Background: an optimization exercise with open tools, aiming at small area. Do not read the settings as production practice.
Only simulation tests tie the RTL to the original design; equivalence was not proved.
Power and IR drop assume default switching activity. No driver is modelled on the clock port, so clocking that relies on it looks cheaper here than on a real chip.

==> flow/design.v, too long to show whole: its modules and the start of the top module <==
// module div_xor2: 3 lines
// module div_xnor2: 3 lines
// module div_mux2i: 3 lines
// module DIV: 2621 lines
module DIV(
    input  wire        clk,
    input  wire        reset,
    input  wire        flush,
    input  wire        CE_in,
    input  wire        ex_valid_ns,
    input  wire        wb_allin,
    input  wire [31:0] dividend_in,
    input  wire [31:0] divisor_in,
    input  wire [5:0]  is_op,
    output reg  [31:0] quotient_out,
    output reg  [31:0] remainder_out,
    output reg         CE_out
);
  // ...
==> flow/flow/run.sh <==
#!/bin/bash
# Standard layout, with the port buffers made from the smallest buffer cell.
set -e
cp standard.sh standard.sh.txt
export BUFFER_PORTS_ARGS="-buffer_cell sky130_fd_sc_hd__buf_1"
bash standard.sh > standard.log 2>&1
==> flow/standard.sh <==
#!/bin/bash
# synth_recipe.tcl (not shown) runs the flow's synth.tcl, then flattens the netlist and writes it again
# the make line also repeats each setting of config.mk as NAME=value (left out here)
make -C /OpenROAD-flow-scripts/flow DESIGN_CONFIG=/design/flow/config.mk WORK_HOME=/design/flow/orfs CLKGATE_MAP_FILE= SYNTH_SCRIPT=/design/flow/synth_recipe.tcl "${@:-finish}"
==> flow/config.mk <==
export PLATFORM = sky130hd
export DESIGN_NAME = DIV
export DESIGN_NICKNAME = DIV
export VERILOG_FILES = /design/flow/design.v
export SDC_FILE = /design/flow/constraint.sdc
export NUM_CORES = 4
export LEC_CHECK = 0
export CAP_MARGIN = 20
export CORE_MARGIN = 2
export CORE_UTILIZATION = 60
export CTS_BUF_LIST = sky130_fd_sc_hd__clkbuf_16
export CTS_CLUSTER_DIAMETER = 180
export CTS_CLUSTER_SIZE = 30
export SLEW_MARGIN = 20
export SYNTH_HIERARCHICAL = 1
==> flow/constraint.sdc <==
create_clock -name core_clock -period 12.0 [get_ports {clk}]
set_input_delay 2.4000 -clock core_clock [delete_from_list [all_inputs] [get_ports {clk}]]
set_output_delay 2.4000 -clock core_clock [all_outputs]
set_load 0.01 [all_outputs]
==> summary.txt, run 1 <==
- Leaving out filler cells and counting taps, the final layout contains between 5000 and 6000.
- Hold-critical path endpoint: a_s4[8]$_DFF_P_
- The layout has 52 clock buffers.
* Slew at the pin closest to its max-slew limit: 0.9788 ns
* Main area contributors after synthesis: sky130_fd_sc_hd__dfxtp_1, sky130_fd_sc_hd__mux2i_1, sky130_fd_sc_hd__xor2_1
- A synthesized cell averages 12.28 um^2.
- The first global-routing pass estimated 128.5 mm of wire.
- Per-cell via count in the routed design: 4.970
- CTS tree: done
* Dominant combinational cell family by area after synthesis: multiplexers
- After detailed routing, the number of remaining DRC violations is 0.
* Unrepaired setup endpoints after global routing: yes
- Detailed route wirelength on metal3: 1.847 mm
* Storage element area: around 28000 um^2
- Max-capacitance violation count: 0
* Hold_sp: a_s3[8]$_DFF_P_
- Outcome: no timing/DRC/antenna violations
- CTS built an H-tree with a depth of 2.
- Depth of the worst register-to-register path: 64
- GR Util met3: 0.02125
* Number of distinct library cells after synthesis: 49
- Post-CTS sizing: 2
- Area post-placement: 54360 um^2
- Area occupied by multi-input gates: between 20000 and 25000 um^2
- Of the synthesized area, sequential elements account for 0.5364.
* # Taps: approximately 1100
- Worst setup slack after layout: around 0.74 ns
- Tracing the worst setup path back leads to its startpoint at r_s14[0]$_DFF_P_.
- Dominant kind of cell by area: sequential cells
- The detailed router used layers up to and including met4.
- Most numerous cell in the Yosys netlist: sky130_fd_sc_hd__dfxtp_1
- Critical path capture point type: register
- Cell with the biggest individual delay on the critical path: sky130_fd_sc_hd__dfxtp_4
- The first detailed-routing pass ran for 5 iterations.
* Placeable core area: 85280 um^2
* Worst supply voltage drop on vdd: approximately 0.00012 V
* Number of instances in the synthesized netlist: 4214
- Counting every net in the synthesized netlist gives about 4300.
- Of the total synthesized cell area, the portion taken by XOR and XNOR cells is 0.1920.
- Complex-gate fraction of the synthesized area: 0.02126
==> inputs of run 2 (changes only) <==
--- a/flow/config.mk
+++ b/flow/config.mk
@@ -10,5 +10,5 @@
 export CORE_UTILIZATION = 60
-export CTS_BUF_LIST = sky130_fd_sc_hd__clkbuf_16
-export CTS_CLUSTER_DIAMETER = 180
-export CTS_CLUSTER_SIZE = 30
+export CTS_BUF_LIST = sky130_fd_sc_hd__clkbuf_8 sky130_fd_sc_hd__clkbuf_16
+export CTS_CLUSTER_DIAMETER = 190
+export CTS_CLUSTER_SIZE = 32
 export SLEW_MARGIN = 20
==> summary.txt, run 2 <==
- Total grt overflow: 0 (unchanged)
* Clk buf depth: 3 (unchanged)
* Area post-placement: 54360 um^2 (unchanged)
- The number of setup violations in the final report came to 0 (unchanged).
- H-tree levels: 2 (unchanged)
- Outcome: no timing/DRC/antenna violations (unchanged).
- The clock input transition at the sequential cells of the worst setup and hold paths came to 0.11 ns (about the same).
* Overall die area: 88580 um^2 (unchanged)
- The cell with the most instances after synthesis is sky130_fd_sc_hd__dfxtp_1 (unchanged).
* Die X: 297.6 um (unchanged)
- Unrepaired setup endpoints after global routing: yes (unchanged).
- DR pass1 iterations: 5 (unchanged)
* Highest-count cells in the layout ignoring fill and taps: sky130_fd_sc_hd__dfxtp_1, sky130_fd_sc_hd__mux2i_1, sky130_fd_sc_hd__xor2_1 (unchanged)
* Commonest non-fill, non-tap cell in the layout: sky130_fd_sc_hd__dfxtp_1 (unchanged)
- The number of synthesized register bits was 1386 (unchanged).
- Switching share of power: 0.2724 (was 0.2720)
- Category of cells accounting for the largest share of critical-path delay: multiplexers (unchanged)
- The fraction of synthesis flops using an asynchronous set or reset pin is 0 (unchanged).
* Share of layout cells above drive strength 1: 0.06494 (was 0.06637)
- Synth Area per Inst: 12.28 um^2 (unchanged)
- Die height: 297.6 um (unchanged)
- CTS Buf Count: 49 (was 52)
- The total wire length after detailed routing is 77.62 mm (was 77.82 mm).
* Proportion of synthesized chip area in sequential cells: 0.5364 (unchanged)
* Internal Power: 6599 uW (was 6643 uW)
- The startpoint type of the worst setup path is a register (unchanged).
- The number of pins with negative max-slew slack in the final report came to 0 (unchanged).
- Cell taking the most area after synthesis: sky130_fd_sc_hd__dfxtp_1 (unchanged)
* Largest net degree at the start of global routing: 81 (unchanged)
* Number of hold violations in the final report: 0 (unchanged)
- Hold Path Class: register to register (unchanged)
- The core area was 85280 um^2 (unchanged).
* GR Util All Layers: 0.1697 (was 0.1705)
- Power density over the cells: 160.0 nW/um^2 (was 160.5 nW/um^2)
- Crit path kind: register to register (unchanged)
* Number of primary I/O pins: 141 (unchanged)
* Combinational share of power: 0.217 (was 0.216)
- Slew at the pin closest to its max-slew limit: 0.9738 ns (was 0.9788 ns)
* Total power after layout: 9070 uW (was 9124 uW)
- The via count of the first global-routing pass was 27730 (was 27780).
- The DRC violation count after routing came to 0 (unchanged).
- Number of distinct library cells after synthesis: 49 (unchanged)
* WP data required: 12.56 ns (was 12.51 ns)
- The finished layout cell area was 56680 um^2 (was 56830 um^2).
- The number of instances in the synthesized netlist was 4214 (unchanged).
- The synthesis-to-layout area growth was 9.571% (was 9.866%).
- The number of clock sinks is 1386 (unchanged).
* Most repeated library cell on the critical path: sky130_fd_sc_hd__mux2i_1 (unchanged)
* Number of input and output port buffers inserted: 140 (unchanged)
* Worst relative slew slack: 0.3448 (was 0.3415)
- Switch Pwr: 2470 uW (was 2481 uW)
* First-pass GRT wire length: 128.0 mm (was 128.5 mm)
* Area share of the leading cell type in the synthesized netlist: 0.5364 (unchanged)
- Layout net count: 4643 (was 4650)
- Worst path max stage delay: 0.39 ns (was 0.37 ns)
- The share of the clock period used by the worst path after layout was 0.9287 (was 0.9381).
* Max-capacitance violation count: 0 (unchanged)
* Detailed placement HPWL: 59.24 mm (unchanged)
* Primary flip-flop cell chosen by synthesis mapping: sky130_fd_sc_hd__dfxtp_1 (unchanged)
- The detail-routed net length per standard cell is 13.65 um (was 13.66 um).
* Clock network fraction of total power: 0.225 (was 0.229)
* Final hold slack: 0.3165 ns (was 0.3132 ns)
* Synthesized Nets: 4316 (unchanged)
* Main area contributors after synthesis: sky130_fd_sc_hd__dfxtp_1, sky130_fd_sc_hd__mux2i_1, sky130_fd_sc_hd__xor2_1 (unchanged)
- The count of yosys warnings during synthesis is 7 (unchanged).
- The clock root buffer is sky130_fd_sc_hd__clkbuf_16 (unchanged).
* Weighted congestion reported at the end of routability-driven placement: 0.8073 (unchanged)
- Critical path buffer and inverter count: 2 (unchanged)
- The total number of vias is 28260 (was 28300).
- Worst setup skew after layout: 0.04293 ns (was 0.05104 ns)
- The mean number of vias per cell is 4.968 (was 4.970).
- The CTS tree was done (unchanged).
- The post-synthesis cell area was 51730 um^2 (unchanged).
- Count of flip-flops with a built-in enable after synthesis: 0 (unchanged)
- The endpoint arrival time on the critical path is 11.70 ns (was 11.77 ns).
- The initial antenna violation count is 0 (unchanged).
- Worst supply voltage drop on vdd: 0.0001388 V (was 0.0001220 V)
* Critical path fanouts, max: 7 (was 6)
* Detailed router's first-iteration violation count: 842 (was 791)
- The remaining number of nets flagged by the antenna check after routing is 0 (unchanged).
* Leakage dissipation: 0.02229 uW (was 0.02236 uW)
- Initial cell density of the core: 0.6066 (unchanged)
* Critical path capture point type: register (unchanged)
* Fmax: 89.73 MHz (was 88.83 MHz)
- The clock latency reported for the late side of the worst-skew pair is 0.66 ns (about the same).
- The share of total power in sequential cells came to 0.558 (was 0.554).
- The number of rows created at floorplan was 107 (unchanged).
* Cell with the biggest individual delay on the critical path: sky130_fd_sc_hd__dfxtp_4 (unchanged)
- Cell types with the highest counts after synthesis: sky130_fd_sc_hd__dfxtp_1, sky130_fd_sc_hd__mux2i_1, sky130_fd_sc_hd__xor2_1, sky130_fd_sc_hd__xnor2_1, sky130_fd_sc_hd__nand2_1 (unchanged).
- Period minus WS final: 11.14 ns (was 11.26 ns)
## run 2: cell counts after synthesis
No cell type changed its count.
## run 2: cells by family (layout without fill, tap and decap cells)
kind of cell | after synthesis | count (layout) | share of synthesized area
fa+ha+maj | 26 | 26 | 0.006289
flops | 1386 | 1386 | 0.5364
simple gates | 363 | 363 | 0.03730
other cells | 0 | 1 | 0
mux | 1032 | 1032 | 0.1999
compound gates | 178 | 178 | 0.02126
buf+inv | 95 | 424 | 0.006917
xor+xnor | 1134 | 1134 | 0.1920
## run 2: layout make-up
cell class                      instances  area [um^2]
Clock buffer                           49         1226
Fill cell                            6649        28600
Sequential cell                      1386        27770
Antenna cell                            1        2.502
Inverter                               62        232.7
Tap cell                             1144         1431
Multi-Input combinational cell       2733        23940
Timing Repair Buffer                  309         1971
Clock inverter                          4        110.1
## run 2: worst register-to-register path, delay by kind of cell (launching register included)
kind	cells	cell delay, ns
multiplexers	54	9.28
buffers and inverters	2	0.40
flip-flops	1	0.39
AND/OR/NAND/NOR	2	0.54
XOR/XNOR	2	0.44
## run 2: repair_timing
item                       CTS  global route
cloned                       0             7
resized for setup            2            48
hold buffers                 0             0
pin swaps                    0             7
setup buffers                0            80
setup endpoints to repair   28           128
## run 2: metal layers
layer  GRT usage  vias up  routed length [um]
li1            -    14890                   -
met1      0.1856    13020               31300
met2      0.3367      246               42270
met3     0.02147       95                1908
met4     0.04942        0                2143
met5           0        -                   0
## run 2: Yosys stat by module, one instance, submodules excluded
module	cell area, um^2	copies in the design	cells
DIV	32810	1	2197
div_mux2i	10.01	1003	1
div_xnor2	8.758	507	1
div_xor2	8.758	507	1
## run 2: worst paths after layout
| kind | start | endpoint | slack, ns | depth (start not counted) |
|---|---|---|---|---|
| setup / recovery | r_s13[0]$_DFF_P_ | r_s14[27]$_DFF_P_ | 0.86 | 60 |
| hold / removal | a_s3[8]$_DFF_P_ | a_s4[8]$_DFF_P_ | 0.32 | 0 |
| setup reg to reg | r_s13[0]$_DFF_P_ | r_s14[27]$_DFF_P_ | 0.86 | 60 |
| hold reg to reg | a_s3[8]$_DFF_P_ | a_s4[8]$_DFF_P_ | 0.32 | 0 |
## run 2: power by group through the flow
stage | Combinational [uW] | Sequential (uW) | Clock, uW
after global placement | 1850 | 5160 | 0
after global routing | 2180 | 5100 | 2270
after CTS | 1900 | 5060 | 2120
final | 1970 | 5060 | 2040
after detailed placement | 1890 | 5170 | 0
after floorplan | 1580 | 5110 | 0
## run 2: per-stage QoR
stage | TNS [ns] | worst slack (ns) | std cells | util
2_1_floorplan | 0 | 0.009361 | 4214 | -
3_3_place_gp | 0 | 0.3448 | 5547 | 0.6374
3_5_place_dp | 0 | 0.08715 | 5547 | 0.6374
4_1_cts | 0 | 0.06133 | 5600 | 0.6532
5_1_grt | -21.43 | -0.3757 | 5687 | 0.6646
6_report | 0 | 0.8558 | 5688 | 0.6647
==> inputs of run 3 (changes only) <==
--- a/flow/config.mk
+++ b/flow/config.mk
@@ -7,9 +7,9 @@
 export LEC_CHECK = 0
-export CAP_MARGIN = 20
+export CAP_MARGIN = 0
 export CORE_MARGIN = 2
 export CORE_UTILIZATION = 60
-export CTS_BUF_LIST = sky130_fd_sc_hd__clkbuf_8 sky130_fd_sc_hd__clkbuf_16
+export CTS_BUF_LIST = sky130_fd_sc_hd__clkbuf_16
 export CTS_CLUSTER_DIAMETER = 190
 export CTS_CLUSTER_SIZE = 32
-export SLEW_MARGIN = 20
+export SLEW_MARGIN = 0
 export SYNTH_HIERARCHICAL = 1
==> summary.txt, run 3 <==
* Commonest non-fill, non-tap cell in the layout: sky130_fd_sc_hd__dfxtp_1 (unchanged)
* Area post-placement: 54360 um^2 (unchanged)
* GR Util All Layers: 0.1697 (unchanged)
- The maximum vdd drop came to 0.0001388 V (unchanged).
* Number of hold violations in the final report: 0 (unchanged)
- The number of filler instances in the final layout came to 6649 (unchanged).
* Per-cell via count in the routed design: 4.968 (unchanged)
- The number of instances in the synthesized netlist is 4214 (unchanged).
- The finished layout cell area came to 56680 um^2 (unchanged).
- Cell types with the highest counts after synthesis: sky130_fd_sc_hd__dfxtp_1, sky130_fd_sc_hd__mux2i_1, sky130_fd_sc_hd__xor2_1, sky130_fd_sc_hd__xnor2_1, sky130_fd_sc_hd__nand2_1 (unchanged)
* Vias in the first global route: 27730 (unchanged)
- Primary flip-flop cell chosen by synthesis mapping: sky130_fd_sc_hd__dfxtp_1 (unchanged)
- Max-capacitance violation count: 0 (unchanged)
- Number of primary I/O pins: 141 (unchanged)
- Die X: 297.6 um (unchanged)
* Worst path max stage delay: 0.39 ns (about the same)
- The mean cell area of the mapped netlist came to 12.28 um^2 (unchanged).
* Main area contributors after synthesis: sky130_fd_sc_hd__dfxtp_1, sky130_fd_sc_hd__mux2i_1, sky130_fd_sc_hd__xor2_1 (unchanged)
- Total grt overflow: 0 (unchanged)
* Total negative slack: 0 ns (unchanged)
- Slew at the pin closest to its max-slew limit: 0.9738 ns (unchanged)
* Synthesized Nets: 4316 (unchanged)
* Count of pins over their slew limit: 0 (unchanged)
- The buffer depth of the longest clock path was 3 (unchanged).
- Most repeated library cell on the critical path: sky130_fd_sc_hd__mux2i_1 (unchanged)
* Synth-to-layout area growth: 9.571% (unchanged)
- First-pass GRT wire length: 128.0 mm (unchanged)
- Vias after detailed routing: 28260 (unchanged)
- The cell with the most instances after synthesis is sky130_fd_sc_hd__dfxtp_1 (unchanged).
- The endpoint arrival time on the critical path was 11.70 ns (about the same).
- The biggest fanout along the worst timing path is 7 (unchanged).
* Fmax: 89.73 MHz (unchanged)
- Number of input and output port buffers inserted: 140 (unchanged)
- The clock root buffer is sky130_fd_sc_hd__clkbuf_16 (unchanged).
- The clock input transition at the sequential cells of the worst setup and hold paths came to 0.11 ns (about the same).
* Total number of yosys warnings: 7 (unchanged)
- The detailed placement HPWL was 59.24 mm (unchanged).
- Largest net degree at the start of global routing: 81 (unchanged)
- Highest-count cells in the layout ignoring fill and taps: sky130_fd_sc_hd__dfxtp_1, sky130_fd_sc_hd__mux2i_1, sky130_fd_sc_hd__xor2_1 (unchanged).
- The effective utilization at floorplan came to 0.6066 (unchanged).
- # setup viols final: 0 (unchanged)
- Power density over the cells: 160.0 nW/um^2 (unchanged)
- Cell with the biggest individual delay on the critical path: sky130_fd_sc_hd__dfxtp_4 (unchanged)
- Overall die area: 88580 um^2 (unchanged)
- Count of flip-flops with a built-in enable after synthesis: 0 (unchanged)
* CTS Hold Bufs: 0 (unchanged)
- Clock sinks: 1386 (unchanged)
- Final routed wire length divided by cell count: 13.65 um (unchanged)
- DRC Markers: 0 (unchanged)
- The fraction of synthesis flops using an asynchronous set or reset pin came to 0 (unchanged).
- The post-synthesis cell area was 51730 um^2 (unchanged).
* H-tree levels: 2 (unchanged)
- Number of distinct library cells after synthesis: 49 (unchanged)
- Share of the cycle needed by the critical path after routing: 0.9287 (unchanged)
- Clock latency reported for the late side of the worst-skew pair: 0.66 ns (about the same)
- The final layout net count is 4643 (unchanged).
- The clock period minus final worst setup slack came to 11.14 ns (unchanged).
- Outcome: no timing/DRC/antenna violations (unchanged).
- Worst setup skew after layout: 0.04293 ns (unchanged)
- Area share of the leading cell type in the synthesized netlist: 0.5364 (unchanged)
* Number of antenna violations at the first check in global routing: 0 (unchanged)
- Unrepaired setup endpoints after global routing: yes (unchanged)
- DRT Wirelength: 77.62 mm (unchanged)
* Cell taking the most area after synthesis: sky130_fd_sc_hd__dfxtp_1 (unchanged)
- Critical Path Start Type: register (unchanged)
* Critical path capture point type: register (unchanged)
- WP data required: 12.56 ns (about the same)
- CTS Buf Count: 49 (unchanged)
- Die height: 297.6 um (unchanged)
* Floorplan row count: 107 (unchanged)
* Leakage dissipation: 0.02229 uW (unchanged)
* Detailed router's first-iteration violation count: 842 (unchanged)
- Share of layout cells above drive strength 1: 0.06494 (unchanged)
- Hold Path Class: register to register (unchanged)
- CTS tree: done (unchanged)
- The count of TritonRoute iterations in the first routing pass was 5 (unchanged).
* Worst relative slew slack: 0.3448 (unchanged)
- Antenna violation net count after detailed routing: 0 (unchanged)
- Proportion of synthesized chip area in sequential cells: 0.5364 (unchanged)
* Placeable core area: 85280 um^2 (unchanged)
- The class of the most critical setup path was register to register (unchanged).
- The number of synthesized register bits came to 1386 (unchanged).
* Weighted congestion reported at the end of routability-driven placement: 0.8073 (unchanged)
==> run 3: final timing paths <==
kind	start	to	slack [ns]	depth (start not counted)
setup reg to reg	r_s13[0]$_DFF_P_	r_s14[27]$_DFF_P_	0.86	60
hold / removal	a_s3[8]$_DFF_P_	a_s4[8]$_DFF_P_	0.32	0
hold reg to reg	a_s3[8]$_DFF_P_	a_s4[8]$_DFF_P_	0.32	0
setup / recovery	r_s13[0]$_DFF_P_	r_s14[27]$_DFF_P_	0.86	60
==> run 3: logic make-up after synthesis <==
group / count (synthesis) / synth area share
buffers and inverters: 95 / 0.006917
flip-flops: 1386 / 0.5364
multiplexers: 1032 / 0.1999
AO/OA/AOI/OAI: 178 / 0.02126
adder cells (fa/ha/maj): 26 / 0.006289
AND/OR/NAND/NOR: 363 / 0.03730
XOR/XNOR: 1134 / 0.1920
==> run 3: area by class of cell <==
cell class                 count  area, um^2  area share
tap                         1144        1431     0.02525
timing repair buffer         309        1971     0.03477
clock buffer                  49        1226     0.02163
antenna                        1       2.502  0.00004415
multi-input combinational   2733       23940      0.4224
sequential                  1386       27770      0.4899
clock inverter                 4       110.1    0.001943
inverter                      62       232.7    0.004106
==> run 3: per-stage QoR <==
stage / power, uW / util / instances / hold slack [ns] / setup slack, ns
final: 9070 / 0.6647 / 5688 / 0.3165 / 0.8558
after global routing: 9548 / 0.6646 / 5687 / 0.3104 / -0.3757
after CTS: 9076 / 0.6532 / 5600 / 0.3156 / 0.06133
after detailed placement: 7062 / 0.6374 / 5547 / 0.3121 / 0.08715
after global placement: 7011 / 0.6374 / 5547 / 0.3103 / 0.3448
after floorplan: 6693 / - / 4214 / 0.3096 / 0.009361
==> run 3: what timing repair did <==
action                     CTS  global route
hold endpoints to repair     0             0
setup endpoints to repair   28           128
pin swaps                    0             7
gates resized for setup      2            48
buffers inserted             0            80
cloned                       0             7
==> run 3: modules after synthesis (local to each module, per instance) <==
module,cells inside,flip-flops and latches,times used,area [um^2]
DIV,2197,1386,1,32810
div_mux2i,1,0,1003,10.01
div_xnor2,1,0,507,8.758
div_xor2,1,0,507,8.758
==> run 3: where the power goes <==
group	internal (uW)	switching, uW	leakage, uW	total [uW]
Sequential	4870	190	0.0116	5060
Combinational	975	998	0.0101	1970
Clock	757	1280	0.000648	2040
==> run 3: per-layer routing <==
layer  wire length, um  vias to the layer above  global-route usage
met5                 0                        -                   0
met4              2143                        0             0.04942
met3              1908                       95             0.02147
met2             42270                      246              0.3367
met1             31300                    13020              0.1856
li1                  -                    14890                   -
==> run 3: worst max-delay path: cells and delay by family (launching register included) <==
kind,cells,cell delay (ns)
buffers and inverters,2,0.40
xor gates and xnor gates,2,0.44
DFF,1,0.39
muxes,54,9.27
and+or+nand+nor,2,0.54
==> inputs of run 4 (changes only) <==
--- a/flow/config.mk
+++ b/flow/config.mk
@@ -7,5 +7,5 @@
 export LEC_CHECK = 0
-export CAP_MARGIN = 0
+export CAP_MARGIN = 20
 export CORE_MARGIN = 2
-export CORE_UTILIZATION = 60
+export CORE_UTILIZATION = 55
 export CTS_BUF_LIST = sky130_fd_sc_hd__clkbuf_16
@@ -13,3 +13,4 @@
 export CTS_CLUSTER_SIZE = 32
-export SLEW_MARGIN = 0
+export PLACE_DENSITY = 0.8
+export SLEW_MARGIN = 20
 export SYNTH_HIERARCHICAL = 1
==> summary.txt, run 4 <==
- Outcome: no timing/DRC/antenna violations (unchanged).
- Antenna violation net count after detailed routing: 0 (unchanged)
* Highest-count cells in the layout ignoring fill and taps: sky130_fd_sc_hd__dfxtp_1, sky130_fd_sc_hd__mux2i_1, sky130_fd_sc_hd__xor2_1 (unchanged)
- Ant. Diodes: 0 (was 1)
- Per-cell via count in the routed design: 4.939 (was 4.968)
- The met1 layer usage reported by global route was 0.1687 (was 0.1856).
* Clock-pin slew reported for the worst setup and hold paths after clock tree synthesis: 0.11 ns (about the same)
- Data arrival time of the critical path: 11.93 ns (was 11.70 ns)
* Floorplan row count: 112 (was 107)
* Worst supply voltage drop on vdd: 0.0001365 V (was 0.0001388 V)
* Clock sinks: 1386 (unchanged)
* Worst relative slew slack: 0.2860 (was 0.3448)
* First-pass GRT wire length: 128.7 mm (was 128.0 mm)
- Synthesized Nets: 4316 (unchanged)
- The slowest stage cell on the critical path is sky130_fd_sc_hd__dfxtp_4 (unchanged).
- The die boundary width came to 310.7 um (was 297.6 um).
- The height of the die came to 310.7 um (was 297.6 um).
- The count of TritonRoute iterations in the first routing pass was 5 (unchanged).
- The highest-utilization routing layer at the global route stage is met2 (unchanged).
- The class of the most critical setup path is register to register (unchanged).
* Netlist area before placement: 51730 um^2 (unchanged)
* Leakage dissipation: 0.02211 uW (was 0.02229 uW)
- Weighted congestion reported at the end of routability-driven placement: 0.8079 (was 0.8073)
* Vias in the first global route: 28500 (was 27730)
* Post-synthesis async set-or-reset flop share: 0 (unchanged)
- The most frequently used flop master after synthesis is sky130_fd_sc_hd__dfxtp_1 (unchanged).
- Commonest non-fill, non-tap cell in the layout: sky130_fd_sc_hd__dfxtp_1 (unchanged)
- Slew at the pin closest to its max-slew limit: 1.057 ns (was 0.9738 ns)
- Library cell used as clock root buffer: sky130_fd_sc_hd__clkbuf_16 (unchanged)
- Number of distinct library cells after synthesis: 49 (unchanged)
* Met2 Track Usage GR: 0.3067 (was 0.3367)
- The pin count of the biggest net entering global routing came to 81 (unchanged).
- The share of the clock period used by the worst path after layout is 0.9516 (was 0.9287).
- Number of hold violations in the final report: 0 (unchanged)
- The boundary pin count is 141 (unchanged).
- The cell type with the largest total area after synthesis is sky130_fd_sc_hd__dfxtp_1 (unchanged).
- Cell types with the highest counts after synthesis: sky130_fd_sc_hd__dfxtp_1, sky130_fd_sc_hd__mux2i_1, sky130_fd_sc_hd__xor2_1, sky130_fd_sc_hd__xnor2_1, sky130_fd_sc_hd__nand2_1 (unchanged).
- Unrepaired setup endpoints after global routing: yes (unchanged)
- The fmax is 87.57 MHz (was 89.73 MHz).
- Share of layout cells above drive strength 1: 0.06008 (was 0.06494)
- Count of pins over their slew limit: 0 (unchanged)
- The smallest hold slack came to 0.3104 ns (was 0.3165 ns).
- H-tree levels: 2 (unchanged)
* Total grt overflow: 0 (unchanged)
- Hold Path Class: register to register (unchanged)
- The clock latency reported for the late side of the worst-skew pair came to 0.66 ns (about the same).
- The cell with the most instances after synthesis is sky130_fd_sc_hd__dfxtp_1 (unchanged).
- The total global routing track utilization was 0.1545 (was 0.1697).
- The buffer depth of the longest clock path was 3 (unchanged).
* Synth Area per Inst: 12.28 um^2 (unchanged)
- DRT Wirelength: 77.64 mm (was 77.62 mm)
* Critical Path Start Type: register (unchanged)
- Placeable core area: 93330 um^2 (was 85280 um^2)
* Critical path fanouts, max: 8 (was 7)
- The detail-routed net length per standard cell was 13.47 um (was 13.65 um).
- Worst path max stage delay: 0.38 ns (was 0.39 ns)
* Initial cell density of the core: 0.5543 (was 0.6066)
- Period minus WS final: 11.42 ns (was 11.14 ns)
* CTS Hold Bufs: 0 (unchanged)
- The routing usage on met3 came to 0.01720 (was 0.02147).
- The type of destination of the critical path is a register (unchanged).
- Main area contributors after synthesis: sky130_fd_sc_hd__dfxtp_1, sky130_fd_sc_hd__mux2i_1, sky130_fd_sc_hd__xor2_1 (unchanged).
- The overall power consumption was 9038 uW (was 9070 uW).
- Total number of yosys warnings: 7 (unchanged)
* Worst setup skew after layout: 0.03797 ns (was 0.04293 ns)
- CTS tree: done (unchanged)
- The count of routing violations after the opening detailed-route iteration came to 867 (was 842).
- The total number of vias came to 28470 (was 28260).
- Count of flip-flops with a built-in enable after synthesis: 0 (unchanged)
* Final design utilization: 0.6062 (was 0.6647)
- The die area is 96530 um^2 (was 88580 um^2).
- The final layout net count is 4611 (was 4643).
* Fin area: 56570 um^2 (was 56680 um^2)
- # setup viols final: 0 (unchanged)
- The cell with the most instances on the worst path is sky130_fd_sc_hd__mux2i_1 (unchanged).
- The number of maximum-capacitance constraint violations was 0 (unchanged).
- Proportion of synthesized chip area in sequential cells: 0.5364 (unchanged)
- The number of synthesized register bits came to 1386 (unchanged).
- DRC Markers: 0 (unchanged)
- The number of port buffers is 140 (unchanged).
- The power density relative to cell area is 159.8 nW/um^2 (was 160.0 nW/um^2).
- WP data required: 12.51 ns (was 12.56 ns)
- The cell area after placement was 54380 um^2 (was 54360 um^2).
* Synth-to-layout area growth: 9.363% (was 9.571%)
* Area share of the leading cell type in the synthesized netlist: 0.5364 (unchanged)
* CTS Buf Count: 49 (unchanged)
- The final setup TNS is 0 ns (unchanged).
- Number of instances in the synthesized netlist: 4214 (unchanged)
* Number of antenna violations at the first check in global routing: 1 (was 0)
* Detailed placement HPWL: 58.37 mm (was 59.24 mm)
[run 4: cell count changes in the layout (fill, tap and decap cells not counted), sizes merged]
cell	delta
buf	-31
clkbuf	-2
diode	-1
nor2b	+1
[run 4: logic make-up (layout without fill, tap and decap cells)]
kind of cell               after synthesis  count (layout)  synth area share
buffers and inverters                   95             391          0.006917
muxes                                 1032            1032            0.1999
AOI/OAI and AO/OA                      178             178           0.02126
and+or+nand+nor                        363             364           0.03730
adders and majority gates               26              26          0.006289
xor gates and xnor gates              1134            1134            0.1920
DFF                                   1386            1386            0.5364
[run 4: worst paths after layout]
path	to	slack, ns	startpoint	cells after the start
hold reg to reg	a_s2[21]$_DFF_P_	0.31	a_s1[21]$_DFF_P_	0
hold / removal	a_s2[21]$_DFF_P_	0.31	a_s1[21]$_DFF_P_	0
setup reg to reg	r_s15[24]$_DFF_P_	0.58	r_s14[0]$_DFF_P_	64
setup / recovery	r_s15[24]$_DFF_P_	0.58	r_s14[0]$_DFF_P_	64
[run 4: power breakdown]
| group | leakage [uW] | switching [uW] | internal (uW) |
|---|---|---|---|
| clock network | 0.000648 | 1280 | 757 |
| registers | 0.0116 | 193 | 4870 |
| logic | 0.00991 | 982 | 959 |
[run 4: per-stage QoR]
step	worst slack, ns	cells
2_1_floorplan	0.009361	4214
3_3_place_gp	0.3669	5645
3_5_place_dp	-0.05204	5645
4_1_cts	0.03896	5699
5_1_grt	-0.9195	5765
6_report	0.5802	5765
[run 4: layout make-up]
cell class | count | area (um^2)
fill | 7470 | 36760
sequential | 1386 | 27760
multi-input combinational | 2734 | 23980
timing repair buffer | 276 | 1697
tap | 1254 | 1569
clock buffer | 49 | 1226
inverter | 62 | 232.7
clock inverter | 4 | 110.1
[run 4: routing by layer]
layer | vias to the layer above | wire length, um
li1 | 14840 | -
met4 | 0 | 2327
met3 | 104 | 1792
met2 | 280 | 41680
met1 | 13250 | 31830
met5 | - | 0
[run 4: Yosys stat by module (local to each module, per instance)]
module     cell area, um^2  flip-flops and latches
DIV                  32810                    1386
div_mux2i            10.01                       0
div_xnor2            8.758                       0
div_xor2             8.758                       0
[run 4: timing repair]
item / 4_1_cts / 5_1_grt
gates cloned: 1 / 4
resized for setup: 3 / 52
setup buffers: 0 / 62
setup endpoints to repair: 33 / 135
pin swaps: 0 / 3
[run 4: critical path, delay by kind of cell (launching register included)]
kind / cells / cell delay [ns]
mux: 57 / 9.58
buf+inv: 3 / 0.47
xor+xnor: 2 / 0.45
simple gates: 2 / 0.39
flops: 1 / 0.38
==> inputs of run 5 (changes only) <==
--- a/flow/config.mk
+++ b/flow/config.mk
@@ -13,3 +13,3 @@
 export CTS_CLUSTER_SIZE = 32
-export PLACE_DENSITY = 0.8
+export PLACE_DENSITY = 0.9
 export SLEW_MARGIN = 20
==> summary.txt, run 5 <==
- Outcome: no timing/DRC/antenna violations (unchanged)
- The biggest cell delay along the critical path was 0.38 ns (about the same).
- Number of flip-flops and latches in the synthesized netlist: 1386 (unchanged)
* Depth of the worst register-to-register path: 64 (unchanged)
- Synth-to-layout area growth: 9.150% (was 9.363%)
* DR pass1 iterations: 5 (unchanged)
- The total global routing track utilization was 0.1552 (was 0.1545).
- The cell with the most instances on the worst path is sky130_fd_sc_hd__mux2i_1 (unchanged).
* Post-synthesis async set-or-reset flop share: 0 (unchanged)
- Highest-count cells in the layout ignoring fill and taps: sky130_fd_sc_hd__dfxtp_1, sky130_fd_sc_hd__mux2i_1, sky130_fd_sc_hd__xor2_1 (unchanged).
* Area share of the leading cell type in the synthesized netlist: 0.5364 (unchanged)
* Share of the cycle needed by the critical path after routing: 0.9483 (was 0.9516)
* Internal Power: 6578 uW (was 6584 uW)
* Layout net count: 4602 (was 4611)
- The detailed placement HPWL came to 59.00 mm (was 58.37 mm).
- Hold_sp: a_s2[15]$_DFF_P_ (was a_s1[21]$_DFF_P_)
- Cell with the biggest individual delay on the critical path: sky130_fd_sc_hd__dfxtp_4 (unchanged)
- Hold Path Class: register to register (unchanged)
- The height of the die is 310.7 um (unchanged).
* Primary flip-flop cell chosen by synthesis mapping: sky130_fd_sc_hd__dfxtp_1 (unchanged)
- The count of flip-flops with a built-in enable after synthesis was 0 (unchanged).
- The routability congestion estimate from global placement was 0.7907 (was 0.8079).
* Vias after detailed routing: 28690 (was 28470)
- Number of hold violations in the final report: 0 (unchanged)
- WP data required: 12.52 ns (was 12.51 ns)
- Placeable core area: 93330 um^2 (unchanged)
- Critical path capture point type: register (unchanged)
- The transition time of the tightest slew-check pin was 1.112 ns (was 1.057 ns).
- The register area share after synthesis came to 0.5364 (unchanged).
- Crit path kind: register to register (unchanged)
- Largest net degree at the start of global routing: 81 (unchanged)
* Detailed router's first-iteration violation count: 977 (was 867)
* Synth Area per Inst: 12.28 um^2 (unchanged)
- Initial cell density of the core: 0.5543 (unchanged)
- Commonest non-fill, non-tap cell in the layout: sky130_fd_sc_hd__dfxtp_1 (unchanged)
- Worst setup skew after layout: 0.04265 ns (was 0.03797 ns)
- Leakage dissipation: 0.02207 uW (was 0.02211 uW)
- Number of primary I/O pins: 141 (unchanged)
- The clock root buffer is sky130_fd_sc_hd__clkbuf_16 (unchanged).
- Ant. Diodes: 0 (unchanged)
- The mean number of vias per cell came to 4.984 (was 4.939).
- Floorplan row count: 112 (unchanged)
* Power density over the cells: 160.4 nW/um^2 (was 159.8 nW/um^2)
- Critical register-to-register path startpoint: d_s14[1]$_DFF_P_ (was r_s14[0]$_DFF_P_)
* Switching share of power: 0.2738 (was 0.2715)
- The die boundary width came to 310.7 um (unchanged).
* Number of instances in the synthesized netlist: 4214 (unchanged)
- Period minus WS final: 11.38 ns (was 11.42 ns)
- The share of layout cells above drive strength 1 came to 0.05642 (was 0.06008).
* Clock latency reported for the late side of the worst-skew pair: 0.66 ns (about the same)
* DRT Wirelength: 79.80 mm (was 77.64 mm)
- Clock-pin slew reported for the worst setup and hold paths after clock tree synthesis: 0.11 ns (about the same)
* Fillers: 7193 (was 7470)
* Critical Path Start Type: register (unchanged)
- Netlist area before placement: 51730 um^2 (unchanged)
- H-tree levels: 2 (unchanged)
* Hold Path Depth: 0 (unchanged)
- The endpoint of the worst register-to-register path is r_s15[13]$_DFF_P_ (was r_s15[24]$_DFF_P_).
- Hold-critical path endpoint: a_s3[15]$_DFF_P_ (was a_s2[21]$_DFF_P_)
* CTS Buf Count: 49 (unchanged)
- The total global routing overflow came to 0 (unchanged).
- The biggest fanout along the worst timing path came to 6 (was 8).
* Combinational share of power: 0.216 (was 0.215)
- Worst setup slack before clock tree synthesis: -0.02744 ns (was -0.05204 ns)
- The net count after synthesis was 4316 (unchanged).
- Clock network fraction of total power: 0.225 (about the same)
* Number of antenna violations at the first check in global routing: 0 (was 1)
* DRC Markers: 0 (unchanged)
* Vias in the first global route: 28590 (was 28500)
- The number of setup violations in the final report came to 0 (unchanged).
* CTS tree: done (unchanged)
- Cell taking the most area after synthesis: sky130_fd_sc_hd__dfxtp_1 (unchanged)
* Clk buf depth: 3 (unchanged)
- The worst-case setup margin in the final layout is 0.6202 ns (was 0.5802 ns).
- Cell types with the highest counts after synthesis: sky130_fd_sc_hd__dfxtp_1, sky130_fd_sc_hd__mux2i_1, sky130_fd_sc_hd__xor2_1, sky130_fd_sc_hd__xnor2_1, sky130_fd_sc_hd__nand2_1 (unchanged)
* Count of pins over their slew limit: 0 (unchanged)
* Final hold slack: 0.3171 ns (was 0.3104 ns)
* Fmax: 87.87 MHz (was 87.57 MHz)
* Max-capacitance violation count: 0 (unchanged)
* Most numerous cell in the Yosys netlist: sky130_fd_sc_hd__dfxtp_1 (unchanged)
- The number of port buffers was 140 (unchanged).
- Total number of yosys warnings: 7 (unchanged)
- Antenna violation net count after detailed routing: 0 (unchanged)
- The number of different library cells in the post-synthesis netlist is 49 (unchanged).
* Setup slack of the worst register-to-register path: 0.62 ns (was 0.58 ns)
- The switching power was 2480 uW (was 2454 uW).
* Clock sinks: 1386 (unchanged)
- Data arrival time of the critical path: 11.90 ns (was 11.93 ns)
- The global-route wire length before repair is 129.3 mm (was 128.7 mm).
- The worst slew margin relative to its limit was 0.2483 (was 0.2860).
- The share of total power in sequential cells is 0.559 (was 0.560).
- Main area contributors after synthesis: sky130_fd_sc_hd__dfxtp_1, sky130_fd_sc_hd__mux2i_1, sky130_fd_sc_hd__xor2_1 (unchanged).
- The die area is 96530 um^2 (unchanged).
- Worst supply voltage drop on vdd: 0.0001493 V (was 0.0001365 V)
* Final routed wire length divided by cell count: 13.86 um (was 13.47 um)
- Unrepaired setup endpoints after global routing: yes (unchanged)
run 5: power by group through the flow:
stage	Sequential [uW]	Combinational (uW)	Clock, uW
after floorplan	5110	1580	0
after global placement	5160	1790	0
after detailed placement	5170	1870	0
after CTS	5060	1880	2090
after global routing	5100	2150	2250
final	5060	1960	2030
run 5: layout make-up:
cell class                 instances  area [um^2]  area share
sequential                      1386        27770      0.4918
multi-input combinational       2733        23950      0.4241
timing repair buffer             268         1612     0.02854
tap                             1254         1569     0.02779
clock buffer                      49         1226     0.02172
inverter                          62        232.7    0.004122
clock inverter                     4        110.1    0.001950
run 5: worst max path at each step:
stage / startpoint / endpoint / slack [ns] / cells past startpoint
2_1_floorplan: d_s7[1]$_DFF_P_ / r_s8[0]$_DFF_P_ / 0.009 / 49
3_3_place_gp: d_s14[1]$_DFF_P_ / r_s15[3]$_DFF_P_ / 0.33 / 63
3_5_place_dp: d_s14[1]$_DFF_P_ / r_s15[0]$_DFF_P_ / -0.03 / 63
4_1_cts: d_s13[2]$_DFF_P_ / r_s14[1]$_DFF_P_ / 0.006 / 59
5_1_grt: d_s14[1]$_DFF_P_ / r_s15[13]$_DFF_P_ / -0.47 / 64
6_report: d_s14[1]$_DFF_P_ / r_s15[13]$_DFF_P_ / 0.62 / 64
run 5: layer usage:
metal / track usage / wire length, um
met1: 0.1702 / 32700
met2: 0.3037 / 42580
met3: 0.01713 / 1718
met4: 0.05764 / 2799
met5: 0 / 0
run 5: repair_timing:
| action | CTS | global route |
|---|---|---|
| pin swaps | 0 | 2 |
| hold buffers | 0 | 0 |
| cloned | 0 | 4 |
| endpoints found under the setup margin | 59 | 128 |
| setup buffers | 3 | 66 |
| gates resized for setup | 4 | 47 |
run 5: cell families (layout without fill, tap and decap cells):
family / count (synthesis) / after routing / synth area share
fa+ha+maj: 26 / 26 / 0.006289
flops: 1386 / 1386 / 0.5364
compound gates: 178 / 178 / 0.02126
buf+inv: 95 / 383 / 0.006917
xor+xnor: 1134 / 1134 / 0.1920
mux: 1032 / 1032 / 0.1999
simple gates: 363 / 363 / 0.03730
run 5: per-module statistics from Yosys, one instance, submodules excluded:
module / cell area, um^2 / flops+latches / cells
DIV: 32810 / 1386 / 2197
div_mux2i: 10.01 / 0 / 1
div_xnor2: 8.758 / 0 / 1
div_xor2: 8.758 / 0 / 1
run 5: per-stage QoR:
stage	area (um^2)	total power (uW)	setup TNS (ns)	utilization	cells
after floorplan	51790	6693	0	-	4214
after global placement	54290	6950	0	0.5817	5631
after detailed placement	54290	7037	-0.3933	0.5817	5631
after CTS	55670	9038	0	0.5964	5687
after global routing	56460	9502	-30.17	0.6050	5756
final	56460	9059	0	0.6050	5756
run 5: critical path, delay by kind of cell (launching register included):
family / cells / cell delay [ns]
AND/OR/NAND/NOR: 2 / 0.40
buffers and inverters: 2 / 0.31
XOR/XNOR: 1 / 0.15
flip-flops: 1 / 0.38
multiplexers: 59 / 10.02
==> inputs of run 6 (changes only) <==
--- a/flow/config.mk
+++ b/flow/config.mk
@@ -9,3 +9,3 @@
 export CORE_MARGIN = 2
-export CORE_UTILIZATION = 55
+export CORE_UTILIZATION = 45
 export CTS_BUF_LIST = sky130_fd_sc_hd__clkbuf_16
==> summary.txt, run 6 <==
- Outcome: no timing/DRC/antenna violations (unchanged)
* Met1 global-route usage: 0.1465 (was 0.1702)
* Final routed wire length divided by cell count: 13.35 um (was 13.86 um)
* Critical register-to-register path endpoint: r_s14[1]$_DFF_P_ (was r_s15[13]$_DFF_P_)
- The most frequent standard cell in the layout excluding fill and tap cells is sky130_fd_sc_hd__dfxtp_1 (unchanged).
- The via count of the first global-routing pass was 29010 (was 28590).
- The area share of the largest cell type after synthesis came to 0.5364 (unchanged).
- The number of hold buffers added after cts is 0 (unchanged).
- Share of the cycle needed by the critical path after routing: 0.9433 (was 0.9483)
- The sink of the worst hold path is nq_s10$_DFF_P_ (was a_s3[15]$_DFF_P_).
* CTS tree: done (unchanged)
- GR Util met3: 0.01690 (was 0.01713)
* Floorplan row count: 124 (was 112)
- Per-cell via count in the routed design: 4.759 (was 4.984)
- Total grt overflow: 0 (unchanged)
* Netlist area before placement: 51730 um^2 (unchanged)
* Number of input and output port buffers inserted: 140 (unchanged)
- Critical Path Start Type: register (unchanged)
- Met2 Track Usage GR: 0.2579 (was 0.3037)
* WP data required: 12.58 ns (was 12.52 ns)
- Proportion of synthesized chip area in sequential cells: 0.5364 (unchanged)
- Unrepaired setup endpoints after global routing: yes (unchanged).
* Leakage dissipation: 0.02214 uW (was 0.02207 uW)
- The synthesis-to-layout area growth is 10.01% (was 9.150%).
- Highest-count cells in the layout ignoring fill and taps: sky130_fd_sc_hd__dfxtp_1, sky130_fd_sc_hd__mux2i_1, sky130_fd_sc_hd__xor2_1 (unchanged)
- Detailed placement HPWL: 60.08 mm (was 59.00 mm)
- Die X: 343.1 um (was 310.7 um)
- The power density relative to cell area is 159.7 nW/um^2 (was 160.4 nW/um^2).
- The CTS H-tree depth was 2 (unchanged).
- Total number of yosys warnings: 7 (unchanged)
- Critical path fanouts, max: 29 (was 6)
* Number of distinct library cells after synthesis: 49 (unchanged)
* Largest net degree at the start of global routing: 81 (unchanged)
- The share of the core filled with cells in the final layout was 0.4984 (was 0.6050).
- Fmax: 88.34 MHz (was 87.87 MHz)
- The worst slew margin relative to its limit is 0.3163 (was 0.2483).
- The count of flip-flops with a built-in enable after synthesis is 0 (unchanged).
- Worst supply voltage drop on vdd: 0.0001182 V (was 0.0001493 V)
- Antenna violation net count after detailed routing: 0 (unchanged)
- The number of buffers inserted during clock tree synthesis is 49 (unchanged).
- The boundary pin count was 141 (unchanged).
- The total global routing track utilization is 0.1315 (was 0.1552).
- The number of setup violations in the final report was 0 (unchanged).
- Initial cell density of the core: 0.4530 (was 0.5543)
- The count of TritonRoute iterations in the first routing pass is 5 (unchanged).
- The number of clock sinks was 1386 (unchanged).
* Clock-pin slew reported for the worst setup and hold paths after clock tree synthesis: 0.12 ns (was 0.11 ns)
* Clock latency reported for the late side of the worst-skew pair: 0.67 ns (was 0.66 ns)
* Primary flip-flop cell chosen by synthesis mapping: sky130_fd_sc_hd__dfxtp_1 (unchanged)
- Most numerous cell in the Yosys netlist: sky130_fd_sc_hd__dfxtp_1 (unchanged)
* Hold Path Depth: 0 (unchanged)
- The die area was 117700 um^2 (was 96530 um^2).
* Hold_sp: nq_s9$_DFF_P_ (was a_s2[15]$_DFF_P_)
* Period minus WS final: 11.32 ns (was 11.38 ns)
- The endpoint arrival time on the critical path is 11.90 ns (about the same).
* Cell types with the highest counts after synthesis: sky130_fd_sc_hd__dfxtp_1, sky130_fd_sc_hd__mux2i_1, sky130_fd_sc_hd__xor2_1, sky130_fd_sc_hd__xnor2_1, sky130_fd_sc_hd__nand2_1 (unchanged)
- Main area contributors after synthesis: sky130_fd_sc_hd__dfxtp_1, sky130_fd_sc_hd__mux2i_1, sky130_fd_sc_hd__xor2_1 (unchanged).
- The net count after synthesis was 4316 (unchanged).
- Cell with the biggest individual delay on the critical path: sky130_fd_sc_hd__dfxtp_4 (unchanged)
* Critical path capture point type: register (unchanged)
- The number of instances in the synthesized netlist is 4214 (unchanged).
- Number of antenna violations at the first check in global routing: 0 (unchanged)
- The number of maximum-capacitance constraint violations was 0 (unchanged).
* Worst path max stage delay: 0.40 ns (was 0.38 ns)
- The total number of vias was 28700 (was 28690).
* Most repeated library cell on the critical path: sky130_fd_sc_hd__mux2i_1 (unchanged)
- Crit path kind: register to register (unchanged)
- Total negative slack: 0 ns (unchanged)
- Post-synthesis async set-or-reset flop share: 0 (unchanged)
- Weighted congestion reported at the end of routability-driven placement: 0.7907 (unchanged)
- The number of antenna cells inserted came to 0 (unchanged).
* DRT Wirelength: 80.53 mm (was 79.80 mm)
- Slew at the pin closest to its max-slew limit: 1.011 ns (was 1.112 ns)
* Cell taking the most area after synthesis: sky130_fd_sc_hd__dfxtp_1 (unchanged)
- Most congested layer reported by global routing: met2 (unchanged)
- Critical register-to-register path startpoint: d_s13[1]$_DFF_P_ (was d_s14[1]$_DFF_P_)
- The clock skew after layout is 0.02560 ns (was 0.04265 ns).
- Library cell used as clock root buffer: sky130_fd_sc_hd__clkbuf_16 (unchanged)
- Placeable core area: 114200 um^2 (was 93330 um^2)
- First-pass GRT wire length: 132.9 mm (was 129.3 mm)
- Depth of the worst register-to-register path: 59 (was 64)
- The count of routing violations after the opening detailed-route iteration was 859 (was 977).
* Hold Path Class: register to register (unchanged)
- The mean cell area of the mapped netlist came to 12.28 um^2 (unchanged).
- Die height: 343.1 um (was 310.7 um)
- The buffer depth of the longest clock path was 3 (unchanged).
- Number of flip-flops and latches in the synthesized netlist: 1386 (unchanged)
- Count of pins over their slew limit: 0 (unchanged)
* Layout net count: 4618 (was 4602)
* Setup slack of the worst register-to-register path: 0.68 ns (was 0.62 ns)
* DRC Markers: 0 (unchanged)
- Number of hold violations in the final report: 0 (unchanged)
* Share of layout cells above drive strength 1: 0.05998 (was 0.05642)
-- run 6: routing by layer --
metal,routed length (um),share of wire
met4,1935,0.024
met3,1842,0.023
met2,42860,0.53
met1,33890,0.42
met5,0,0
-- run 6: final cells by class --
cell class	instances	area [um^2]
clock buffers	49	1226
clock inverters	4	110.1
fillers	9764	57280
inverters	62	232.7
multi-input cells	2734	23960
flip-flops and latches	1386	27760
well taps	1512	1892
repair buffers	283	1723
-- run 6: cells by family after synthesis --
| family | after synthesis | share of synthesized area |
|---|---|---|
| adder cells (fa/ha/maj) | 26 | 0.006289 |
| multiplexers | 1032 | 0.1999 |
| flip-flops | 1386 | 0.5364 |
| AO/OA/AOI/OAI | 178 | 0.02126 |
| XOR/XNOR | 1134 | 0.1920 |
| AND/OR/NAND/NOR | 363 | 0.03730 |
| buffers and inverters | 95 | 0.006917 |
-- run 6: repair_timing --
item | CTS | global route
setup buffers | 2 | 62
cloned | 1 | 2
setup endpoints to repair | 59 | 135
gates resized for setup | 4 | 49
pin swaps | 0 | 4
-- run 6: worst max-delay path: cells and delay by family (launching register included) --
family / cells / cell delay [ns]
buffers and inverters: 1 / 0.22
DFF: 1 / 0.40
and+or+nand+nor: 2 / 0.38
xor gates and xnor gates: 2 / 0.45
muxes: 54 / 9.77
-- run 6: per-module statistics from Yosys (local to each module, per instance) --
| module | cells inside | times used |
|---|---|---|
| div_xor2 | 1 | 507 |
| DIV | 2197 | 1 |
| div_xnor2 | 1 | 507 |
| div_mux2i | 1 | 1003 |
-- run 6: where the power goes --
| part | switching, uW | leakage [uW] | internal [uW] |
|---|---|---|---|
| Combinational | 1010 | 0.00994 | 967 |
| Sequential | 198 | 0.0116 | 4870 |
| Clock | 1290 | 0.000648 | 758 |
-- run 6: worst max path at each step --
stage                          start                 to  slack [ns]
global route        r_s14[0]$_DFF_P_  r_s15[15]$_DFF_P_       -0.62
global placement    d_s14[1]$_DFF_P_   r_s15[4]$_DFF_P_        0.46
CTS                 d_s13[2]$_DFF_P_  r_s14[17]$_DFF_P_        0.03
detailed placement  d_s14[1]$_DFF_P_  r_s15[10]$_DFF_P_       -0.06
finish              d_s13[1]$_DFF_P_   r_s14[1]$_DFF_P_        0.68
floorplan            d_s7[1]$_DFF_P_    r_s8[0]$_DFF_P_       0.009
-- run 6: metrics by stage --
step	cell area (um^2)	setup WS [ns]	hold WS (ns)	power, uW	instances
after floorplan	51790	0.009361	0.3096	6693	4214
after global placement	54760	0.4558	0.3109	6972	5910
after detailed placement	54760	-0.06493	0.3121	7065	5910
after CTS	56150	0.03230	0.3197	9087	5966
after global routing	56910	-0.6226	0.3245	9547	6030
final	56910	0.6801	0.3161	9090	6030
==> inputs of run 7 (changes only) <==
--- a/flow/config.mk
+++ b/flow/config.mk
@@ -9,3 +9,3 @@
 export CORE_MARGIN = 2
-export CORE_UTILIZATION = 45
+export CORE_UTILIZATION = 60
 export CTS_BUF_LIST = sky130_fd_sc_hd__clkbuf_16
@@ -13,3 +13,2 @@
 export CTS_CLUSTER_SIZE = 32
-export PLACE_DENSITY = 0.9
 export SLEW_MARGIN = 20
==> summary.txt, run 7 <==
- Weighted congestion reported at the end of routability-driven placement: 0.8073 (was 0.7907)
- Max-capacitance violation count: 0 (unchanged)
* Largest net degree at the start of global routing: 81 (unchanged)
- The minimum setup slack among reg-to-reg paths is 0.86 ns (was 0.68 ns).
- Internal Power: 6599 uW (was 6592 uW)
* Commonest non-fill, non-tap cell in the layout: sky130_fd_sc_hd__dfxtp_1 (unchanged)
- The switching share of total power was 0.2724 (was 0.2748).
- The part of the total power dissipated in the clock network came to 0.225 (about the same).
- The worst reg2reg path startpoint is r_s13[0]$_DFF_P_ (was d_s13[1]$_DFF_P_).
- Cell types with the highest counts after synthesis: sky130_fd_sc_hd__dfxtp_1, sky130_fd_sc_hd__mux2i_1, sky130_fd_sc_hd__xor2_1, sky130_fd_sc_hd__xnor2_1, sky130_fd_sc_hd__nand2_1 (unchanged)
* GR Util All Layers: 0.1697 (was 0.1315)
- Slew at the pin closest to its max-slew limit: 0.9738 ns (was 1.011 ns)
* Worst Setup SP: r_s13[0]$_DFF_P_ (was d_s13[1]$_DFF_P_)
- The number of pins with negative max-slew slack in the final report is 0 (unchanged).
- Outcome: no timing/DRC/antenna violations (unchanged).
* Critical path capture point type: register (unchanged)
- Category of cells accounting for the largest share of critical-path delay: multiplexers (unchanged)
- The mean cell area of the mapped netlist is 12.28 um^2 (unchanged).
* Total number of yosys warnings: 7 (unchanged)
- Switch Pwr: 2470 uW (was 2497 uW)
- The boundary pin count came to 141 (unchanged).
- The initial antenna violation count was 0 (unchanged).
* Worst supply voltage drop on vdd: 0.0001388 V (was 0.0001182 V)
- The height of the die was 297.6 um (was 343.1 um).
- Critical register-to-register path endpoint: r_s14[27]$_DFF_P_ (was r_s14[1]$_DFF_P_)
* Fillers: 6649 (was 9764)
- Worst path max stage delay: 0.39 ns (was 0.40 ns)
- The number of buffers inserted during clock tree synthesis is 49 (unchanged).
- The most frequently used flop master after synthesis was sky130_fd_sc_hd__dfxtp_1 (unchanged).
* Library cell used as clock root buffer: sky130_fd_sc_hd__clkbuf_16 (unchanged)
- The count of routing violations after the opening detailed-route iteration is 842 (was 859).
- The mean number of vias per cell was 4.968 (was 4.759).
- The class of the most critical setup path is register to register (unchanged).
- Final design utilization: 0.6647 (was 0.4984)
- Sequential share of power: 0.558 (was 0.557)
- DR pass1 iterations: 5 (unchanged)
- The required time at the endpoint of the critical path was 12.56 ns (was 12.58 ns).
- The biggest fanout along the worst timing path came to 7 (was 29).
- The cell type with the largest total area after synthesis was sky130_fd_sc_hd__dfxtp_1 (unchanged).
* Post-layout instance count excluding filler cells: 5688 (was 6030)
- The detail-routed net length per standard cell is 13.65 um (was 13.35 um).
- Count of flip-flops with a built-in enable after synthesis: 0 (unchanged)
- The die boundary width came to 297.6 um (was 343.1 um).
- Antenna violation net count after detailed routing: 0 (unchanged)
- The clock skew after layout came to 0.04293 ns (was 0.02560 ns).
- Synthesized Nets: 4316 (unchanged)
* Cell count after placement: 5547 (was 5910)
- Overall die area: 88580 um^2 (was 117700 um^2)
- The finished layout cell area came to 56680 um^2 (was 56910 um^2).
- Combinational share of power: 0.217 (about the same)
- Clock sinks: 1386 (unchanged)
- Initial cell density of the core: 0.6066 (was 0.4530)
* Data arrival time of the critical path: 11.70 ns (was 11.90 ns)
- The total number of vias is 28260 (was 28700).
- Highest-count cells in the layout ignoring fill and taps: sky130_fd_sc_hd__dfxtp_1, sky130_fd_sc_hd__mux2i_1, sky130_fd_sc_hd__xor2_1 (unchanged)
- Synth-to-layout area growth: 9.571% (was 10.01%)
* Area post-placement: 54360 um^2 (was 54760 um^2)
* Most repeated library cell on the critical path: sky130_fd_sc_hd__mux2i_1 (unchanged)
- The slowest stage cell on the critical path is sky130_fd_sc_hd__dfxtp_4 (unchanged).
- Main area contributors after synthesis: sky130_fd_sc_hd__dfxtp_1, sky130_fd_sc_hd__mux2i_1, sky130_fd_sc_hd__xor2_1 (unchanged)
- Clock latency reported for the late side of the worst-skew pair: 0.66 ns (was 0.67 ns)
- The number of hold buffers added after cts was 0 (unchanged).
- Number of distinct library cells after synthesis: 49 (unchanged)
- The total wire length after detailed routing is 77.62 mm (was 80.53 mm).
- First-pass GRT wire length: 128.0 mm (was 132.9 mm)
- The power density relative to cell area came to 160.0 nW/um^2 (was 159.7 nW/um^2).
* Number of instances in the synthesized netlist: 4214 (unchanged)
* Total grt overflow: 0 (unchanged)
- Unrepaired setup endpoints after global routing: yes (unchanged).
* Most numerous cell in the Yosys netlist: sky130_fd_sc_hd__dfxtp_1 (unchanged)
* Floorplan row count: 107 (was 124)
- Post-synthesis async set-or-reset flop share: 0 (unchanged)
- The area share of the largest cell type after synthesis is 0.5364 (unchanged).
* Detailed placement HPWL: 59.24 mm (was 60.08 mm)
* Total negative slack: 0 ns (unchanged)
- CTS tree: done (unchanged)
- The hold violation count in the final report came to 0 (unchanged).
- Share of layout cells above drive strength 1: 0.06494 (was 0.05998)
* Period minus WS final: 11.14 ns (was 11.32 ns)
- The startpoint type of the worst setup path is a register (unchanged).
* Fmax: 89.73 MHz (was 88.34 MHz)
- The buffer depth of the longest clock path is 3 (unchanged).
- The clock input transition at the sequential cells of the worst setup and hold paths is 0.11 ns (was 0.12 ns).
- The post-synthesis cell area is 51730 um^2 (unchanged).
- # setup viols final: 0 (unchanged)
- The DRC violation count after routing was 0 (unchanged).
* Critical path buffer and inverter count: 2 (was 1)
- Vias in the first global route: 27730 (was 29010)
- The number of port buffers is 140 (unchanged).
* H-tree levels: 2 (unchanged)
- Worst relative slew slack: 0.3448 (was 0.3163)
- Leakage dissipation: 0.02229 uW (was 0.02214 uW)
* Total power after layout: 9070 uW (was 9090 uW)
* Hold Path Class: register to register (unchanged)
* Placeable core area: 85280 um^2 (was 114200 um^2)
- Share of the cycle needed by the critical path after routing: 0.9287 (was 0.9433)
- The depth of the critical timing path with buffers and inverters included was 60 (was 59).
* Number of flip-flops and latches in the synthesized netlist: 1386 (unchanged)
- Depth of the worst register-to-register path: 60 (was 59)
* Timing endpoint of the critical path: r_s14[27]$_DFF_P_ (was r_s14[1]$_DFF_P_)
- Layout net count: 4643 (was 4618)
- The register area share after synthesis came to 0.5364 (unchanged).
==> run 7: cell counts after synthesis <==
No cell type changed its count.
==> run 7: metrics by stage <==
step / worst slack (ns) / hold WS, ns
after detailed placement: 0.08715 / 0.3121
after global routing: -0.3757 / 0.3104
after CTS: 0.06133 / 0.3156
after floorplan: 0.009361 / 0.3096
final: 0.8558 / 0.3165
after global placement: 0.3448 / 0.3103
==> run 7: power groups by stage <==
stage / Sequential [uW] / Combinational (uW) / Clock (uW)
final: 5060 / 1970 / 2040
after floorplan: 5110 / 1580 / 0
after detailed placement: 5170 / 1890 / 0
after global routing: 5100 / 2180 / 2270
after CTS: 5060 / 1900 / 2120
after global placement: 5160 / 1850 / 0
==> run 7: metal layers <==
| layer | part of all wire | up-vias | wire, um | global-route usage |
|---|---|---|---|---|
| li1 | - | 14890 | - | - |
| met4 | 0.028 | 0 | 2143 | 0.04942 |
| met1 | 0.40 | 13020 | 31300 | 0.1856 |
| met3 | 0.025 | 95 | 1908 | 0.02147 |
| met5 | 0 | - | 0 | 0 |
| met2 | 0.54 | 246 | 42270 | 0.3367 |
==> run 7: per-module statistics from Yosys, one instance, submodules excluded <==
module     times used  flops+latches  cell area, um^2
div_mux2i        1003              0            10.01
DIV                 1           1386            32810
div_xnor2         507              0            8.758
div_xor2          507              0            8.758
==> run 7: final cells by class <==
type	count	area, um^2	share of cell area
diodes	1	2.502	0.00004415
clock buffers	49	1226	0.02163
flip-flops and latches	1386	27770	0.4899
repair buffers	309	1971	0.03477
well taps	1144	1431	0.02525
clock inverters	4	110.1	0.001943
inverters	62	232.7	0.004106
multi-input cells	2733	23940	0.4224
==> run 7: kinds of logic (layout without fill, tap and decap cells) <==
logic type                 count (synthesis)  count (layout)  share of synthesized area
DFF                                     1386            1386                     0.5364
xor gates and xnor gates                1134            1134                     0.1920
muxes                                   1032            1032                     0.1999
and+or+nand+nor                          363             363                    0.03730
AOI/OAI and AO/OA                        178             178                    0.02126
buffers and inverters                     95             424                   0.006917
adders and majority gates                 26              26                   0.006289
other                                      0               1                          0
==> run 7: what timing repair did <==
item,in CTS,in global routing
cloned,0,7
pin swaps,0,7
setup endpoints to repair,28,128
buffers inserted,0,80
gates resized for setup,2,48
==> run 7: how the worst min path moves through the flow <==
| stage | end | cells after the start | slack, ns | start |
|---|---|---|---|---|
| after detailed placement | a_s10[18]$_DFF_P_ | 0 | 0.31 | a_s9[16]$_DFF_P_ |
| after global placement | d_s3[19]$_DFF_P_ | 0 | 0.31 | d_s2[19]$_DFF_P_ |
| after CTS | a_s3[12]$_DFF_P_ | 0 | 0.32 | a_s2[12]$_DFF_P_ |
| final | a_s4[8]$_DFF_P_ | 0 | 0.32 | a_s3[8]$_DFF_P_ |
| after global routing | a_s4[8]$_DFF_P_ | 0 | 0.31 | a_s3[8]$_DFF_P_ |
| after floorplan | a_s10[10]$_DFF_P_ | 0 | 0.31 | a_s9[8]$_DFF_P_ |
==> inputs of run 8 (changes only) <==
--- a/flow/config.mk
+++ b/flow/config.mk
@@ -13,2 +13,3 @@
 export CTS_CLUSTER_SIZE = 32
+export PLACE_DENSITY = 0.7
 export SLEW_MARGIN = 20
==> summary.txt, run 8 <==
- Outcome: no timing/DRC/antenna violations (unchanged)
- Number of hold violations in the final report: 0 (unchanged)
- The net count after synthesis came to 4316 (unchanged).
- The worst slew margin relative to its limit was 0.3319 (was 0.3448).
* Synth Area per Inst: 12.28 um^2 (unchanged)
* Total grt overflow: 0 (unchanged)
- The clock period minus final worst setup slack was 11.11 ns (was 11.14 ns).
* Adder-cell share of the synthesized area: 0.006289 (unchanged)
- Power density over the cells: 159.8 nW/um^2 (was 160.0 nW/um^2)
- The dominant combinational cell family by area after synthesis was multiplexers (unchanged).
* Worst path max stage delay: 0.38 ns (was 0.39 ns)
- Primary flip-flop cell chosen by synthesis mapping: sky130_fd_sc_hd__dfxtp_1 (unchanged)
- The clock root buffer was sky130_fd_sc_hd__clkbuf_16 (unchanged).
* Hold Path Class: register to register (unchanged)
* Cell types with the highest counts after synthesis: sky130_fd_sc_hd__dfxtp_1, sky130_fd_sc_hd__mux2i_1, sky130_fd_sc_hd__xor2_1, sky130_fd_sc_hd__xnor2_1, sky130_fd_sc_hd__nand2_1 (unchanged)
- Main area contributors after synthesis: sky130_fd_sc_hd__dfxtp_1, sky130_fd_sc_hd__mux2i_1, sky130_fd_sc_hd__xor2_1 (unchanged).
- The detailed placement HPWL came to 59.59 mm (was 59.24 mm).
* Sequential share of power: 0.559 (was 0.558)
- The switching share of total power was 0.2715 (was 0.2724).
* Number of distinct library cells after synthesis: 49 (unchanged)
* WP data required: 12.52 ns (was 12.56 ns)
- Clock network fraction of total power: 0.225 (about the same)
- DRC Markers: 0 (unchanged)
- The cell area after placement came to 54440 um^2 (was 54360 um^2).
* DRT Wirelength: 78.35 mm (was 77.62 mm)
* Antenna violation net count after detailed routing: 0 (unchanged)
- The share of the core filled with cells in the final layout came to 0.6643 (was 0.6647).
* # setup viols final: 0 (unchanged)
- Count of flip-flops with a built-in enable after synthesis: 0 (unchanged)
- Area share of the leading cell type in the synthesized netlist: 0.5364 (unchanged)
- Detailed router's first-iteration violation count: 690 (was 842)
- The cell with the most instances on the worst path is sky130_fd_sc_hd__mux2i_1 (unchanged).
- The startpoint type of the worst setup path is a register (unchanged).
- Vias in the first global route: 27830 (was 27730)
- The die boundary width is 297.6 um (unchanged).
* Critical path fanouts, max: 7 (unchanged)
- The die area is 88580 um^2 (unchanged).
- Worst Setup SP: r_s14[0]$_DFF_P_ (was r_s13[0]$_DFF_P_)
- The cell type with the largest total area after synthesis is sky130_fd_sc_hd__dfxtp_1 (unchanged).
* H-tree levels: 2 (unchanged)
- Final hold slack: 0.3116 ns (was 0.3165 ns)
* Number of input and output port buffers inserted: 140 (unchanged)
* Slew at the pin closest to its max-slew limit: 0.9946 ns (was 0.9738 ns)
* Clock sinks: 1386 (unchanged)
* Combinational share of power: 0.216 (was 0.217)
- Share of layout cells above drive strength 1: 0.06348 (was 0.06494)
- CTS Buf Count: 49 (unchanged)
* Data arrival time of the critical path: 11.62 ns (was 11.70 ns)
- The number of maximum-capacitance constraint violations was 0 (unchanged).
* Count of pins over their slew limit: 0 (unchanged)
- Total number of yosys warnings: 7 (unchanged)
- Share of the cycle needed by the critical path after routing: 0.9254 (was 0.9287)
* Internal Power: 6593 uW (was 6599 uW)
- Total power after layout: 9050 uW (was 9070 uW)
* Cell with the biggest individual delay on the critical path: sky130_fd_sc_hd__dfxtp_4 (unchanged)
- The final layout net count was 4637 (was 4643).
- Xor and xnor fraction of the mapped netlist area: 0.1920 (unchanged)
- Initial cell density of the core: 0.6066 (unchanged)
- The worst reg2reg path startpoint was r_s14[0]$_DFF_P_ (was r_s13[0]$_DFF_P_).
- Most numerous cell in the Yosys netlist: sky130_fd_sc_hd__dfxtp_1 (unchanged)
- Number of instances in the synthesized netlist: 4214 (unchanged)
- DR pass1 iterations: 4 (was 5)
- The fmax came to 90.05 MHz (was 89.73 MHz).
- Number of primary I/O pins: 141 (unchanged)
- CTS tree: done (unchanged)
- The total number of vias is 28350 (was 28260).
- The clock input transition at the sequential cells of the worst setup and hold paths is 0.11 ns (about the same).
- The synthesis-to-layout area growth was 9.508% (was 9.571%).
- The register area share after synthesis came to 0.5364 (unchanged).
- Placeable core area: 85280 um^2 (unchanged)
- Fin area: 56650 um^2 (was 56680 um^2)
run 8: cell counts after synthesis:
Identical to the previous run, type by type.
run 8: cell families (layout without fill, tap and decap cells):
kind of cell / count (synthesis) / after routing
buf+inv: 95 / 418
xor+xnor: 1134 / 1134
other cells: 0 / 2
mux: 1032 / 1032
compound gates: 178 / 178
simple gates: 363 / 363
fa+ha+maj: 26 / 26
flops: 1386 / 1386
run 8: area by class of cell:
class,count,area (um^2)
antenna,2,5.005
clock buffer,49,1226
clock inverter,4,110.1
fill,6638,28630
inverter,62,232.7
multi-input combinational,2733,23940
sequential,1386,27770
tap,1144,1431
timing repair buffer,303,1939
run 8: final timing paths:
check,to,slack [ns],depth (start not counted)
hold / removal,a_s6[5]$_DFF_P_,0.31,0
setup reg to reg,r_s15[29]$_DFF_P_,0.89,64
setup / recovery,r_s15[29]$_DFF_P_,0.89,64
hold reg to reg,a_s6[5]$_DFF_P_,0.31,0
run 8: timing repair:
item / in CTS / in global routing
pin swaps: 0 / 8
resized for setup: 1 / 49
buffers inserted: 3 / 65
cloned: 0 / 7
hold buffers: 0 / 0
setup endpoints to repair: 28 / 129
run 8: per-layer routing:
layer / vias up / routed length [um] / global-route usage
met2: 237 / 43090 / 0.3406
met1: 13110 / 31360 / 0.1864
met4: 0 / 2016 / 0.05183
li1: 14900 / - / -
met5: - / 0 / 0
met3: 102 / 1879 / 0.01906
run 8: critical path, delay by kind of cell (launching register included):
kind          cells  cell delay (ns)
xor+xnor          1             0.15
buf+inv           2             0.32
flops             1             0.38
mux              59             9.71
simple gates      2             0.38
run 8: stage by stage:
step                TNS [ns]  cells  setup slack [ns]
finish                     0   5683            0.8946
global route          -19.37   5682           -0.5319
CTS                        0   5611           0.05658
detailed placement   -0.7804   5555          -0.07637
global placement           0   5555            0.3518
floorplan                  0   4214          0.009361
run 8: power by group through the flow:
stage | clock, uW | combinational (uW) | sequential (uW)
3_5_place_dp | 0 | 1890 | 5170
6_report | 2040 | 1950 | 5060
4_1_cts | 2110 | 1900 | 5060
5_1_grt | 2260 | 2160 | 5100
3_3_place_gp | 0 | 1850 | 5160
2_1_floorplan | 0 | 1580 | 5110
run 8: per-module statistics from Yosys, one instance, submodules excluded:
module / cells inside / flip-flops and latches / cell area (um^2)
div_xor2: 1 / 0 / 8.758
div_mux2i: 1 / 0 / 10.01
div_xnor2: 1 / 0 / 8.758
DIV: 2197 / 1386 / 32810
